Background: an optimization exercise with open tools, aiming at small area and a short achievable clock period. Do not read the settings as production practice.
Where RTL was checked, it was by simulation tests only, not by an equivalence proof against the original.
Function not checked in run 1: the RTL went through the layout flow alone.

==> flow/design.v, too long to show whole: its modules and the start of the top module <==
// module sig_altmult_add: 1741 lines
module sig_altmult_add
(
	input signed [15:0] dataa, datab, datac, datad,
	input 		clock, aclr,
	output reg 	[32:0] result
);
  // ...
==> flow/flow/run.sh <==
#!/bin/bash
set -uo pipefail
here=$(pwd)
bash standard.sh "SYNTH_ARGS=-noabc" \
  "BUFFER_PORTS_ARGS=-buffer_cell sky130_fd_sc_hd__buf_1" \
  "POST_FLOORPLAN_TCL=$here/flow/upsize.tcl" finish > run_make.log 2>&1
status=$?
tail -20 run_make.log
exit $status
==> flow/flow/upsize.tcl <==
foreach inst [get_cells -quiet {a_r* c_r* m0_* m1_*}] {
  if {[get_property [get_lib_cells -of_objects $inst] name] == "sky130_fd_sc_hd__dfxtp_1"} {
    replace_cell $inst sky130_fd_sc_hd__dfxtp_4
  }
}
==> flow/standard.sh <==
#!/bin/bash
# synth_recipe.tcl (not shown) runs the flow's synth.tcl, then flattens the netlist and writes it again
# the make line also repeats each setting of config.mk as NAME=value (left out here)
make -C /OpenROAD-flow-scripts/flow DESIGN_CONFIG=/design/flow/config.mk WORK_HOME=/design/flow/orfs CLKGATE_MAP_FILE= SYNTH_SCRIPT=/design/flow/synth_recipe.tcl "${@:-finish}"
==> flow/config.mk <==
export PLATFORM = sky130hd
export DESIGN_NAME = sig_altmult_add
export DESIGN_NICKNAME = sig_altmult_add
export VERILOG_FILES = /design/flow/design.v
export SDC_FILE = /design/flow/constraint.sdc
export NUM_CORES = 4
export LEC_CHECK = 0
export CAP_MARGIN = 20
export CORE_MARGIN = 2
export CORE_UTILIZATION = 40
export CTS_BUF_LIST = sky130_fd_sc_hd__clkbuf_16
export CTS_CLUSTER_DIAMETER = 100
export CTS_CLUSTER_SIZE = 28
export SETUP_SLACK_MARGIN = 3.95
export SLEW_MARGIN = 20
==> flow/constraint.sdc <==
create_clock -name core_clock -period 7.0 [get_ports {clock}]
set_input_delay 1.4000 -clock core_clock [delete_from_list [all_inputs] [get_ports {clock}]]
set_output_delay 1.4000 -clock core_clock [all_outputs]
set_load 0.01 [all_outputs]
==> metrics.sh, run 1 <==
CRITICAL_PATH_CELL_COUNT=7
DRT_FIRST_ITER_VIOLATIONS=1258
HOLD_PATH_STARTPOINT='v1$_DFF_PP0_'
FINAL.SETUP.TNS_NS=0
HOLD-PATH-ENDPOINT='v2$_DFF_PP0_'
CRIT_PATH_MAX_FANOUT=9
MULTI_INPUT_COMB_CELLS=1121
PLACE.DETAILED.INSTANCES=2004
CRIT_PATH_START_KIND='register'
TOP_LEVEL_PORTS=99
FINAL_CRITICAL_DELAY_INCLUDING_SETUP_AND_EXTERNAL_DELAYS_NS=3.00
STATUS='finished clean'
FINAL-MAX-SLEW-VIOLATION-COUNT=0
MOST-COMMON-LAYOUT-CELLS='sky130_fd_sc_hd__xnor2_1, sky130_fd_sc_hd__a22oi_1, sky130_fd_sc_hd__fa_1'
DETAIL_ROUTE.DRC_VIOLATIONS=0
SEQUENTIAL_FRACTION_OF_THE_SYNTHESIS_AREA=0.256
CTS_HOLD_REPAIR.BUFFERS=0
YOSYS.AREA.TOP_TYPE='sky130_fd_sc_hd__fa_1'
POSTSYNTH.ASYNCRESETSHARE=0.174
WHS_NS=0.359
GRT_FIRST_PASS_WIRELENGTH_UM=70400
DIE_AREA_UM2=42600
ROUTED-WL-MET2_UM=20400
REGTOREGSETUPSLACK_NS=4.00
SYNTH.AREA.TOP_CELLS='sky130_fd_sc_hd__fa_1, sky130_fd_sc_hd__dfxtp_1, sky130_fd_sc_hd__xnor2_1'
SYNTHCELLS=1523
FRACTION_OF_THE_MAPPED_NETLIST_AREA_IN_COMPOUND_GATES=0.157
==> inputs of run 2 (changes only) <==
--- a/flow/design.v
+++ b/flow/design.v
@@ -706,98 +706,124 @@
   wire s421;
   wire c422;
   wire s423;
   wire c424;
   wire s425;
   wire c426;
   wire s427;
   wire c428;
-  wire s429;
-  wire c430;
-  wire s431;
-  wire c432;
-  wire s433;
-  wire c434;
-  wire s435;
-  wire c436;
-  wire s437;
-  wire c438;
-  wire s439;
-  wire c440;
-  wire s441;
-  wire c442;
-  wire s443;
-  wire c444;
-  wire s445;
-  wire c446;
+  wire q429;
+  wire q430;
+  wire co431;
+  wire s432;
+  wire c433;
+  wire s434;
+  wire c435;
+  wire s436;
+  wire c437;
+  wire s438;
+  wire c439;
+  wire s440;
+  wire c441;
+  wire s442;
+  wire c443;
+  wire q444;
+  wire q445;
+  wire co446;
   wire s447;
   wire c448;
-  wire s449;
-  wire c450;
-  wire s451;
-  wire c452;
-  wire s453;
-  wire c454;
-  wire s455;
-  wire c456;
+  wire q449;
+  wire q450;
+  wire co451;
+  wire s452;
+  wire c453;
+  wire q454;
+  wire q455;
+  wire co456;
   wire s457;
   wire c458;
-  wire s459;
-  wire c460;
-  wire s461;
-  wire c462;
-  wire s463;
-  wire c464;
-  wire s465;
-  wire c466;
+  wire q459;
+  wire q460;
+  wire co461;
+  wire s462;
+  wire c463;
+  wire q464;
+  wire q465;
+  wire co466;
   wire s467;
   wire c468;
-  wire s469;
-  wire c470;
-  wire s471;
-  wire c472;
-  wire s473;
-  wire c474;
-  wire s475;
-  wire c476;
+  wire q469;
+  wire q470;
+  wire co471;
+  wire s472;
+  wire c473;
+  wire q474;
+  wire q475;
+  wire co476;
   wire s477;
   wire c478;
-  wire s479;
-  wire c480;
-  wire s481;
-  wire c482;
-  wire s483;
-  wire c484;
-  wire s485;
-  wire c486;
+  wire q479;
+  wire q480;
+  wire co481;
+  wire s482;
+  wire c483;
+  wire q484;
+  wire q485;
+  wire co486;
   wire s487;
   wire c488;
-  wire s489;
-  wire c490;
-  wire s491;
-  wire c492;
-  wire s493;
-  wire c494;
-  wire s495;
-  wire c496;
+  wire q489;
+  wire q490;
+  wire co491;
+  wire s492;
+  wire c493;
+  wire q494;
+  wire q495;
+  wire co496;
   wire s497;
   wire c498;
-  wire s499;
-  wire c500;
-  wire s501;
-  wire c502;
-  wire s503;
-  wire c504;
-  wire s505;
-  wire c506;
+  wire q499;
+  wire q500;
+  wire co501;
+  wire s502;
+  wire c503;
+  wire q504;
+  wire q505;
+  wire co506;
   wire s507;
   wire c508;
-  wire s509;
-  wire c510;
+  wire q509;
+  wire q510;
+  wire co511;
+  wire s512;
+  wire c513;
+  wire q514;
+  wire q515;
+  wire co516;
+  wire s517;
+  wire c518;
+  wire s519;
+  wire c520;
+  wire s521;
+  wire c522;
+  wire q523;
+  wire q524;
+  wire co525;
+  wire s526;
+  wire c527;
+  wire s528;
+  wire c529;
+  wire q530;
+  wire q531;
+  wire co532;
+  wire s533;
+  wire c534;
+  wire s535;
+  wire c536;
   wire [32:0] g0, p0;
   wire [32:0] row0, row1, sum;
   assign one0[0] = datab[0] ^ 1'b0;
   assign two0[0] = (datab[1] ^ datab[0]) & ~(datab[0] ^ 1'b0);
   assign neg0[0] = datab[1];
   assign one0[1] = datab[2] ^ datab[1];
   assign two0[1] = (datab[3] ^ datab[2]) & ~(datab[2] ^ datab[1]);
   assign neg0[1] = datab[3];
@@ -1538,100 +1564,126 @@
   assign s421 = t_r[31] ^ t_r[32];
   assign c422 = t_r[31] & t_r[32];
   assign s423 = t_r[36] ^ t_r[37];
   assign c424 = t_r[36] & t_r[37];
   assign s425 = t_r[40] ^ t_r[41];
   assign c426 = t_r[40] & t_r[41];
   assign s427 = t_r[47] ^ t_r[48];
   assign c428 = t_r[47] & t_r[48];
-  assign s429 = t_r[18] ^ t_r[19];
-  assign c430 = t_r[18] & t_r[19];
-  assign s431 = t_r[22] ^ t_r[23];
-  assign c432 = t_r[22] & t_r[23];
-  assign s433 = t_r[25] ^ t_r[26];
-  assign c434 = t_r[25] & t_r[26];
-  assign s435 = t_r[28] ^ t_r[29];
-  assign c436 = t_r[28] & t_r[29];
-  assign s437 = t_r[33] ^ t_r[34] ^ t_r[35];
-  assign c438 = (t_r[33] & t_r[34]) | (t_r[33] & t_r[35]) | (t_r[34] & t_r[35]);
-  assign s439 = t_r[38] ^ t_r[39] ^ c422;
-  assign c440 = (t_r[38] & t_r[39]) | (t_r[38] & c422) | (t_r[39] & c422);
-  assign s441 = t_r[42] ^ t_r[43] ^ c424;
-  assign c442 = (t_r[42] & t_r[43]) | (t_r[42] & c424) | (t_r[43] & c424);
-  assign s443 = t_r[44] ^ t_r[45] ^ t_r[46];
-  assign c444 = (t_r[44] & t_r[45]) | (t_r[44] & t_r[46]) | (t_r[45] & t_r[46]);
-  assign s445 = t_r[49] ^ t_r[50] ^ t_r[51];
-  assign c446 = (t_r[49] & t_r[50]) | (t_r[49] & t_r[51]) | (t_r[50] & t_r[51]);
-  assign s447 = t_r[52] ^ t_r[53] ^ t_r[54];
-  assign c448 = (t_r[52] & t_r[53]) | (t_r[52] & t_r[54]) | (t_r[53] & t_r[54]);
-  assign s449 = t_r[55] ^ t_r[56];
-  assign c450 = t_r[55] & t_r[56];
-  assign s451 = t_r[58] ^ t_r[59] ^ t_r[60];
-  assign c452 = (t_r[58] & t_r[59]) | (t_r[58] & t_r[60]) | (t_r[59] & t_r[60]);
-  assign s453 = t_r[62] ^ t_r[63];
-  assign c454 = t_r[62] & t_r[63];
-  assign s455 = t_r[65] ^ t_r[66] ^ t_r[67];
-  assign c456 = (t_r[65] & t_r[66]) | (t_r[65] & t_r[67]) | (t_r[66] & t_r[67]);
-  assign s457 = t_r[69] ^ t_r[70];
-  assign c458 = t_r[69] & t_r[70];
-  assign s459 = t_r[5] ^ t_r[6];
-  assign c460 = t_r[5] & t_r[6];
-  assign s461 = t_r[8] ^ t_r[9];
-  assign c462 = t_r[8] & t_r[9];
-  assign s463 = t_r[10] ^ t_r[11];
-  assign c464 = t_r[10] & t_r[11];
-  assign s465 = t_r[12] ^ t_r[13];
-  assign c466 = t_r[12] & t_r[13];
-  assign s467 = t_r[14] ^ t_r[15];
-  assign c468 = t_r[14] & t_r[15];
-  assign s469 = t_r[16] ^ t_r[17];
-  assign c470 = t_r[16] & t_r[17];
-  assign s471 = t_r[20] ^ t_r[21] ^ s429;
-  assign c472 = (t_r[20] & t_r[21]) | (t_r[20] & s429) | (t_r[21] & s429);
-  assign s473 = t_r[24] ^ c430 ^ s431;
-  assign c474 = (t_r[24] & c430) | (t_r[24] & s431) | (c430 & s431);
-  assign s475 = t_r[27] ^ c432 ^ s433;
-  assign c476 = (t_r[27] & c432) | (t_r[27] & s433) | (c432 & s433);
-  assign s477 = t_r[30] ^ c434 ^ s435;
-  assign c478 = (t_r[30] & c434) | (t_r[30] & s435) | (c434 & s435);
-  assign s479 = c436 ^ s421 ^ s437;
-  assign c480 = (c436 & s421) | (c436 & s437) | (s421 & s437);
-  assign s481 = s423 ^ c438 ^ s439;
-  assign c482 = (s423 & c438) | (s423 & s439) | (c438 & s439);
-  assign s483 = s425 ^ c440 ^ s441;
-  assign c484 = (s425 & c440) | (s425 & s441) | (c440 & s441);
-  assign s485 = c426 ^ s443 ^ c442;
-  assign c486 = (c426 & s443) | (c426 & c442) | (s443 & c442);
-  assign s487 = s427 ^ c444 ^ s445;
-  assign c488 = (s427 & c444) | (s427 & s445) | (c444 & s445);
-  assign s489 = c428 ^ c446 ^ s447;
-  assign c490 = (c428 & c446) | (c428 & s447) | (c446 & s447);
-  assign s491 = t_r[57] ^ s449 ^ c448;
-  assign c492 = (t_r[57] & s449) | (t_r[57] & c448) | (s449 & c448);
-  assign s493 = t_r[61] ^ c450 ^ s451;
-  assign c494 = (t_r[61] & c450) | (t_r[61] & s451) | (c450 & s451);
-  assign s495 = t_r[64] ^ s453 ^ c452;
-  assign c496 = (t_r[64] & s453) | (t_r[64] & c452) | (s453 & c452);
-  assign s497 = t_r[68] ^ c454 ^ s455;
-  assign c498 = (t_r[68] & c454) | (t_r[68] & s455) | (c454 & s455);
-  assign s499 = t_r[71] ^ s457 ^ c456;
-  assign c500 = (t_r[71] & s457) | (t_r[71] & c456) | (s457 & c456);
-  assign s501 = t_r[72] ^ t_r[73] ^ c458;
-  assign c502 = (t_r[72] & t_r[73]) | (t_r[72] & c458) | (t_r[73] & c458);
-  assign s503 = t_r[74] ^ t_r[75];
-  assign c504 = t_r[74] & t_r[75];
-  assign s505 = t_r[76] ^ t_r[77] ^ t_r[78];
-  assign c506 = (t_r[76] & t_r[77]) | (t_r[76] & t_r[78]) | (t_r[77] & t_r[78]);
-  assign s507 = t_r[79] ^ t_r[80];
-  assign c508 = t_r[79] & t_r[80];
-  assign s509 = t_r[82] ^ t_r[83];
-  assign c510 = t_r[82] & t_r[83];
-  assign row0 = {1'b1, t_r[85], t_r[84], t_r[81], s507, c504, s503, s501, c498, c496, c494, c492, c490, c488, s487, c484, c482, c480, c478, c476, c474, c472, c470, c468, c466, c464, c462, c460, t_r[7], t_r[4], t_r[3], t_r[2], t_r[0]};
-  assign row1 = {1'b0, c510, s509, c508, c506, s505, c502, c500, s499, s497, s495, s493, s491, s489, c486, s485, s483, s481, s479, s477, s475, s473, s471, s469, s467, s465, s463, s461, s459, 1'b0, 1'b0, 1'b0, t_r[1]};
+  assign q429 = t_r[5] ^ t_r[6];
+  assign q430 = q429 ^ t_r[7] ^ 1'b0;
+  assign co431 = q429 ? t_r[7] : t_r[5];
+  assign s432 = q430 ^ 1'b0;
+  assign c433 = q430 ? 1'b0 : 1'b0;
+  assign s434 = t_r[8] ^ t_r[9] ^ co431;
+  assign c435 = (t_r[8] & t_r[9]) | (t_r[8] & co431) | (t_r[9] & co431);
+  assign s436 = t_r[10] ^ t_r[11];
+  assign c437 = t_r[10] & t_r[11];
+  assign s438 = t_r[12] ^ t_r[13];
+  assign c439 = t_r[12] & t_r[13];
+  assign s440 = t_r[14] ^ t_r[15];
+  assign c441 = t_r[14] & t_r[15];
+  assign s442 = t_r[16] ^ t_r[17];
+  assign c443 = t_r[16] & t_r[17];
+  assign q444 = t_r[18] ^ t_r[19];
+  assign q445 = q444 ^ t_r[20] ^ t_r[21];
+  assign co446 = q444 ? t_r[20] : t_r[18];
+  assign s447 = q445 ^ 1'b0;
+  assign c448 = q445 ? 1'b0 : t_r[21];
+  assign q449 = t_r[22] ^ t_r[23];
+  assign q450 = q449 ^ t_r[24] ^ 1'b0;
+  assign co451 = q449 ? t_r[24] : t_r[22];
+  assign s452 = q450 ^ co446;
+  assign c453 = q450 ? co446 : 1'b0;
+  assign q454 = t_r[25] ^ t_r[26];
+  assign q455 = q454 ^ t_r[27] ^ 1'b0;
+  assign co456 = q454 ? t_r[27] : t_r[25];
+  assign s457 = q455 ^ co451;
+  assign c458 = q455 ? co451 : 1'b0;
+  assign q459 = t_r[28] ^ t_r[29];
+  assign q460 = q459 ^ t_r[30] ^ 1'b0;
+  assign co461 = q459 ? t_r[30] : t_r[28];
+  assign s462 = q460 ^ co456;
+  assign c463 = q460 ? co456 : 1'b0;
+  assign q464 = t_r[33] ^ t_r[34];
+  assign q465 = q464 ^ t_r[35] ^ s421;
+  assign co466 = q464 ? t_r[35] : t_r[33];
+  assign s467 = q465 ^ co461;
+  assign c468 = q465 ? co461 : s421;
+  assign q469 = t_r[38] ^ t_r[39];
+  assign q470 = q469 ^ c422 ^ s423;
+  assign co471 = q469 ? c422 : t_r[38];
+  assign s472 = q470 ^ co466;
+  assign c473 = q470 ? co466 : s423;
+  assign q474 = t_r[42] ^ t_r[43];
+  assign q475 = q474 ^ c424 ^ s425;
+  assign co476 = q474 ? c424 : t_r[42];
+  assign s477 = q475 ^ co471;
+  assign c478 = q475 ? co471 : s425;
+  assign q479 = t_r[44] ^ t_r[45];
+  assign q480 = q479 ^ t_r[46] ^ c426;
+  assign co481 = q479 ? t_r[46] : t_r[44];
+  assign s482 = q480 ^ co476;
+  assign c483 = q480 ? co476 : c426;
+  assign q484 = t_r[49] ^ t_r[50];
+  assign q485 = q484 ^ t_r[51] ^ s427;
+  assign co486 = q484 ? t_r[51] : t_r[49];
+  assign s487 = q485 ^ co481;
+  assign c488 = q485 ? co481 : s427;
+  assign q489 = t_r[52] ^ t_r[53];
+  assign q490 = q489 ^ t_r[54] ^ c428;
+  assign co491 = q489 ? t_r[54] : t_r[52];
+  assign s492 = q490 ^ co486;
+  assign c493 = q490 ? co486 : c428;
+  assign q494 = t_r[55] ^ t_r[56];
+  assign q495 = q494 ^ t_r[57] ^ 1'b0;
+  assign co496 = q494 ? t_r[57] : t_r[55];
+  assign s497 = q495 ^ co491;
+  assign c498 = q495 ? co491 : 1'b0;
+  assign q499 = t_r[58] ^ t_r[59];
+  assign q500 = q499 ^ t_r[60] ^ t_r[61];
+  assign co501 = q499 ? t_r[60] : t_r[58];
+  assign s502 = q500 ^ co496;
+  assign c503 = q500 ? co496 : t_r[61];
+  assign q504 = t_r[62] ^ t_r[63];
+  assign q505 = q504 ^ t_r[64] ^ 1'b0;
+  assign co506 = q504 ? t_r[64] : t_r[62];
+  assign s507 = q505 ^ co501;
+  assign c508 = q505 ? co501 : 1'b0;
+  assign q509 = t_r[65] ^ t_r[66];
+  assign q510 = q509 ^ t_r[67] ^ t_r[68];
+  assign co511 = q509 ? t_r[67] : t_r[65];
+  assign s512 = q510 ^ co506;
+  assign c513 = q510 ? co506 : t_r[68];
+  assign q514 = t_r[69] ^ t_r[70];
+  assign q515 = q514 ^ t_r[71] ^ 1'b0;
+  assign co516 = q514 ? t_r[71] : t_r[69];
+  assign s517 = q515 ^ co511;
+  assign c518 = q515 ? co511 : 1'b0;
+  assign s519 = t_r[72] ^ t_r[73] ^ co516;
+  assign c520 = (t_r[72] & t_r[73]) | (t_r[72] & co516) | (t_r[73] & co516);
+  assign s521 = t_r[74] ^ t_r[75];
+  assign c522 = t_r[74] & t_r[75];
+  assign q523 = t_r[76] ^ t_r[77];
+  assign q524 = q523 ^ t_r[78] ^ 1'b0;
+  assign co525 = q523 ? t_r[78] : t_r[76];
+  assign s526 = q524 ^ 1'b0;
+  assign c527 = q524 ? 1'b0 : 1'b0;
+  assign s528 = t_r[79] ^ t_r[80] ^ co525;
+  assign c529 = (t_r[79] & t_r[80]) | (t_r[79] & co525) | (t_r[80] & co525);
+  assign q530 = t_r[82] ^ t_r[83];
+  assign q531 = q530 ^ t_r[84] ^ 1'b0;
+  assign co532 = q530 ? t_r[84] : t_r[82];
+  assign s533 = q531 ^ 1'b0;
+  assign c534 = q531 ? 1'b0 : 1'b0;
+  assign s535 = t_r[85] ^ co532;
+  assign c536 = t_r[85] & co532;
+  assign row0 = {c536, c534, s533, c529, c527, c522, c520, c518, c513, c508, c503, c498, c493, c488, c483, c478, c473, c468, c463, c458, c453, c448, c443, c441, c439, c437, c435, c433, s432, t_r[4], t_r[3], t_r[2], t_r[0]};
+  assign row1 = {1'b1, s535, 1'b0, t_r[81], s528, s526, s521, s519, s517, s512, s507, s502, s497, s492, s487, s482, s477, s472, s467, s462, s457, s452, s447, s442, s440, s438, s436, s434, 1'b0, 1'b0, 1'b0, 1'b0, t_r[1]};
   assign g0 = row0 & row1;
   assign p0 = row0 ^ row1;
   assign sum = row0 + row1;
   always @(posedge clock) begin
     a_r <= dataa;
     c_r <= datac;
     m0_one_r <= one0;
     m0_two_r <= two0;
==> metrics.sh, run 2 <==
FINAL_CRITICAL_DELAY_INCLUDING_SETUP_AND_EXTERNAL_DELAYS_NS=3.01  # was 3.00 ns
AREA_GROWTH_SYN_TO_LAYOUT_PCT=8.16  # was 12.2%
PLACE.DETAILED.INSTANCES=2047  # was 2,004
GRT_FIRST_PASS_WIRELENGTH_UM=71700  # was 70,400 um
LAYOUT_TOP_REGISTERS='t_r x86, s_r x33'  # unchanged
YS.WARNINGS.COUNT=1  # unchanged
DIE_AREA_UM2=43100  # was 42,600 um2
ADDER_CELL_SHARE_OF_THE_SYNTHESIZED_AREA=0.308  # was 0.329
MOST-COMMON-LAYOUT-CELLS='sky130_fd_sc_hd__xnor2_1, sky130_fd_sc_hd__a22oi_1, sky130_fd_sc_hd__fa_1'  # unchanged
FINAL.FILL_COUNT=3918  # was 3,793
CORE_AREA_UM2=40900  # was 40,600 um2
PROPORTION_OF_LAYOUT_CELLS_WITH_A_DRIVE_SUFFIX_ABOVE_1=0.0897  # was 0.138
CRIT_PATH_START_KIND='register'  # unchanged
SYNTH_FP_NETS=1901  # was 1,884
CLOCK_TRANSITION_AT_PATH_REGS_NS=0.10  # about the same
REGTOREGSETUPSLACK_NS=3.99  # was 4.00 ns
SLEW_HEADROOM=0.523  # was 0.609
TIMING.MAX_CAP.VIOLATIONS=0  # unchanged
LARGEST_NET_DEGREE_AT_THE_START_OF_GLOBAL_ROUTING=36  # unchanged
END_KIND='register'  # unchanged
ANTENNA_VIOLATING_NETS_POST_ROUTE=0  # unchanged
FINAL.SETUP.TNS_NS=0  # unchanged
DIE_H_UM=208  # was 206 um
WORST-PATH-BUF-INV=0  # was 1
GRT.TOTAL_USAGE=0.210  # was 0.215
FINALHOLDVIOLATIONS=0  # unchanged
DETAIL_ROUTE.DRC_VIOLATIONS=0  # unchanged
CRITPATHKIND='register to register'  # unchanged
SYNTHXORXNORAREAFRAC=0.190  # was 0.165
NNETSFINAL=1863  # was 1,898
ROUTED-VIA-COUNT=11700  # was 11,500
UTILIZATION=0.438  # was 0.453
POSTROUTEWIRELENGTH_UM=45300  # was 45,900 um
COUNT_OF_FLIP_FLOPS_WITH_A_BUILT_IN_ENABLE_AFTER_SYNTHESIS=0  # unchanged
MUXSHAREOFSYNTHAREA=0.00302  # was 0.00183
TIMING.FINAL.SETUP_VIOLATIONS=0  # unchanged
SEQUENTIAL_FRACTION_OF_THE_SYNTHESIS_AREA=0.253  # was 0.256
MAX_SLEW.WORST_PIN.SLEW_NS=0.715  # was 0.586 ns
DRT_FIRST_ITER_VIOLATIONS=1212  # was 1,258
PATH_CELLS='maj3_2 -> fa_2 -> ha_4 -> a21oi_2 -> nor2b_1 -> o311a_1 -> or2_4 -> a311o_1 -> a21boi_1 -> mux2i_1'  # was buf_4 -> a22oi_1 -> xnor2_1 -> fa_1 -> fa_1 -> fa_1 -> fa_1
DIE_W_UM=208  # was 206 um
WL_PER_CELL_UM=21.9  # was 22.1 um
FINAL_CELL_COUNT_NO_FILL=2071  # was 2,077
LARGEST_REGISTER_FF_COUNT=86  # unchanged
CTS_HOLD_REPAIR.BUFFERS=0  # unchanged
ACHIEVABLE-FREQUENCY_GHz=0.332  # was 0.333 GHz
NETLIST-CELL-TYPE-COUNT=54  # was 53
DP_HPWL_UM=33800  # was 33,500 um
AREA_SHARE_OF_AND_OR_NAND_NOR_CELLS_AFTER_SYNTHESIS=0.0472  # was 0.0457
SYN-CELL-AREA_UM2=16600  # was 16,400 um2
ROUTED_VIA_DENSITY=5.66  # was 5.55
YOSYS.AREA.TOP_TYPE='sky130_fd_sc_hd__fa_1'  # unchanged
WP_DATA_ARRIVAL_NS=3.43  # was 3.40 ns
CTS.SINKS=201  # unchanged
TRITONCTS_CLOCK_TREE='done'  # unchanged
FINAL-MAX-SLEW-VIOLATION-COUNT=0  # unchanged
TOP_REGISTER_BY_NUMBER_OF_FLIP_FLOPS='t_r'  # unchanged
PLACE.PORT_BUFFERS=98  # unchanged
GRT_OVERFLOW=0  # unchanged
SYNTH_AREA_PER_CELL_UM2=10.6  # was 10.8 um2
MAX_STAGE_DELAY_NS=0.41  # was 0.53 ns
STATUS='finished clean'  # unchanged
CTS.ROOT.BUFFER_CELL='sky130_fd_sc_hd__clkbuf_16'  # unchanged
SYNTH_FF_TYPE='sky130_fd_sc_hd__dfxtp_1'  # unchanged
SYNTH.AREA.TOP_CELLS='sky130_fd_sc_hd__fa_1, sky130_fd_sc_hd__dfxtp_1, sky130_fd_sc_hd__xnor2_1'  # unchanged
SYNTHMOSTINSTANTIATEDCELL='sky130_fd_sc_hd__xnor2_1'  # unchanged
SYNTH_LARGEST_TYPE_AREA_FRACTION=0.247  # was 0.277
PATH_DELAY_FAMILY='compound AO/OA/AOI/OAI gates'  # was adder cells
FIRST_GLOBAL_VIAS=12000  # was 11,600
HTREEDEPTH=1  # unchanged
TOP_LEVEL_PORTS=99  # unchanged
CLKLATENCYLATEPIN_NS=0.51  # was 0.52 ns
CLOCK_BUFFER_DEPTH=3  # unchanged
SKEW_NS=0.0323  # was 0.0271 ns
SLOWEST_STAGE='sky130_fd_sc_hd__fa_2'  # was sky130_fd_sc_hd__fa_1
FRACTION_OF_THE_MAPPED_NETLIST_AREA_IN_COMPOUND_GATES=0.153  # was 0.157
POSTSYNTHREGISTERBITS=201  # unchanged
GP_ROUTABILITY_CONGESTION=0.892  # was 0.902
START_UTIL=0.405  # was 0.403
SYNTH_TOP_FAMILY_BY_AREA='adder cells'  # unchanged
ROWS=74  # unchanged
CRIT_PATH_MAX_FANOUT=3  # was 9
LAYOUT_WORST_PATH_CYCLE_SHARE=0.430  # was 0.429
POSTSYNTH.ASYNCRESETSHARE=0.174  # unchanged
SYNTHCELLS=1571  # was 1,523
SYNTH.CELLS.MOST_FREQUENT='sky130_fd_sc_hd__xnor2_1, sky130_fd_sc_hd__a22oi_1, sky130_fd_sc_hd__fa_1'  # unchanged
HOLDCRITPATHCLASS='register to register'  # unchanged
GRT_ANTENNA_BEFORE_REPAIR=0  # was 1
NUMCTSBUFFERS=12  # was 14
DETAIL_ROUTE.FIRST_PASS.ITERATIONS=6  # unchanged
LEADING_CELL_TYPE_IN_THE_LAYOUT_FILL_AND_TAPS_EXCLUDED='sky130_fd_sc_hd__xnor2_1'  # unchanged
RSZ0062_AT_GRT='true'  # unchanged
WORSTPATHREQUIRED_NS=7.42  # was 7.40 ns
INSERTEDDIODECOUNT=0  # unchanged
==> run 2: cell count changes after synthesis, moves of 9 or more <==
cell                       delta
sky130_fd_sc_hd__nor2_1      -12
sky130_fd_sc_hd__maj3_1      +26
sky130_fd_sc_hd__fa_1        -22
sky130_fd_sc_hd__xnor2_1     +50
sky130_fd_sc_hd__clkbuf_1    +10
sky130_fd_sc_hd__a21oi_1     -11
sky130_fd_sc_hd__a21o_1      +12
sky130_fd_sc_hd__ha_1         -9
==> run 2: logic make-up after synthesis <==
family	count (synthesis)
AOI/OAI and AO/OA	355
xor gates and xnor gates	358
adders and majority gates	290
buffers and inverters	204
DFF	201
muxes	5
other	1
and+or+nand+nor	157
==> run 2: path summary, 6_finish.rpt <==
| kind | startpoint | to | depth (start not counted) |
|---|---|---|---|
| worst max-delay path | t_r[6]$_DFF_P_ | s_r[27]$_DFF_PP0_ | 10 |
| min in group asynchronous | aclr | s_r[5]$_DFF_PP0_ | 3 |
| worst max register to register | t_r[6]$_DFF_P_ | s_r[27]$_DFF_PP0_ | 10 |
| max in group asynchronous | aclr | s_r[29]$_DFF_PP0_ | 3 |
| worst min-delay path | v1$_DFF_PP0_ | v2$_DFF_PP0_ | 0 |
| worst min register to register | v1$_DFF_PP0_ | v2$_DFF_PP0_ | 0 |
==> run 2: repair_timing <==
action / in CTS / in global routing
pin swaps: 2 / 14
resized for setup: 9 / 29
endpoints found under the setup margin: 11 / 14
gates cloned: 0 / 0
setup buffers: 0 / 4
==> run 2: cell type report <==
| class | instances | area [um2] | share of cell area |
|---|---|---|---|
| inverters | 49 | 184 | 0.0103 |
| clock buffers | 13 | 325 | 0.0181 |
| flip-flops and latches | 201 | 4500 | 0.251 |
| multi-input cells | 1166 | 11800 | 0.657 |
| clock inverters | 7 | 68.8 | 0.00384 |
| well taps | 532 | 666 | 0.0371 |
| repair buffers | 103 | 405 | 0.0226 |
==> run 2: metal layers <==
layer	routed length [um]	part of all wire	up-vias	GRT usage
li1	-	-	5222	-
met1	20600	0.45	5838	0.309
met2	19500	0.43	581	0.310
met3	3920	0.087	86	0.0365
met4	1310	0.029	0	0.0739
met5	0	0	-	0
==> run 2: through the flow <==
stage               hold WS (ns)  area [um2]  setup WS, ns
global route               0.368       17900          3.87
CTS                        0.360       17800          3.90
finish                     0.361       17900          3.99
global placement           0.334       17300          3.82
detailed placement         0.344       17300          3.74
floorplan                  0.331       16700          3.95

port drivers added, routing unchanged:
How much do the figures lean on ideal ports? The routed layouts below were timed once more, with nothing changed but the port constraints.
Step 1 assumes that a clkbuf_16 drives the clock port and a buf_2 every other input.
Step 2 adds t to the input delays and takes it off the output delays; t is the mean of the earliest and latest rising clock arrival at the registers after step 1. Input paths then give back, and output paths get back, about the clock's delay inside the block.
Slacks: ideal ports / drivers / drivers and shift; pairs: ideal ports / drivers.
run	t, ns	slack for setup (ns)	worst register clock-pin slew, ns
run 1	0.557	3.997 / 3.997 / 3.997	0.10 / 0.10
run 2	0.549	3.988 / 3.988 / 3.988	0.10 / 0.10
After both steps every run listed still meets setup and hold.
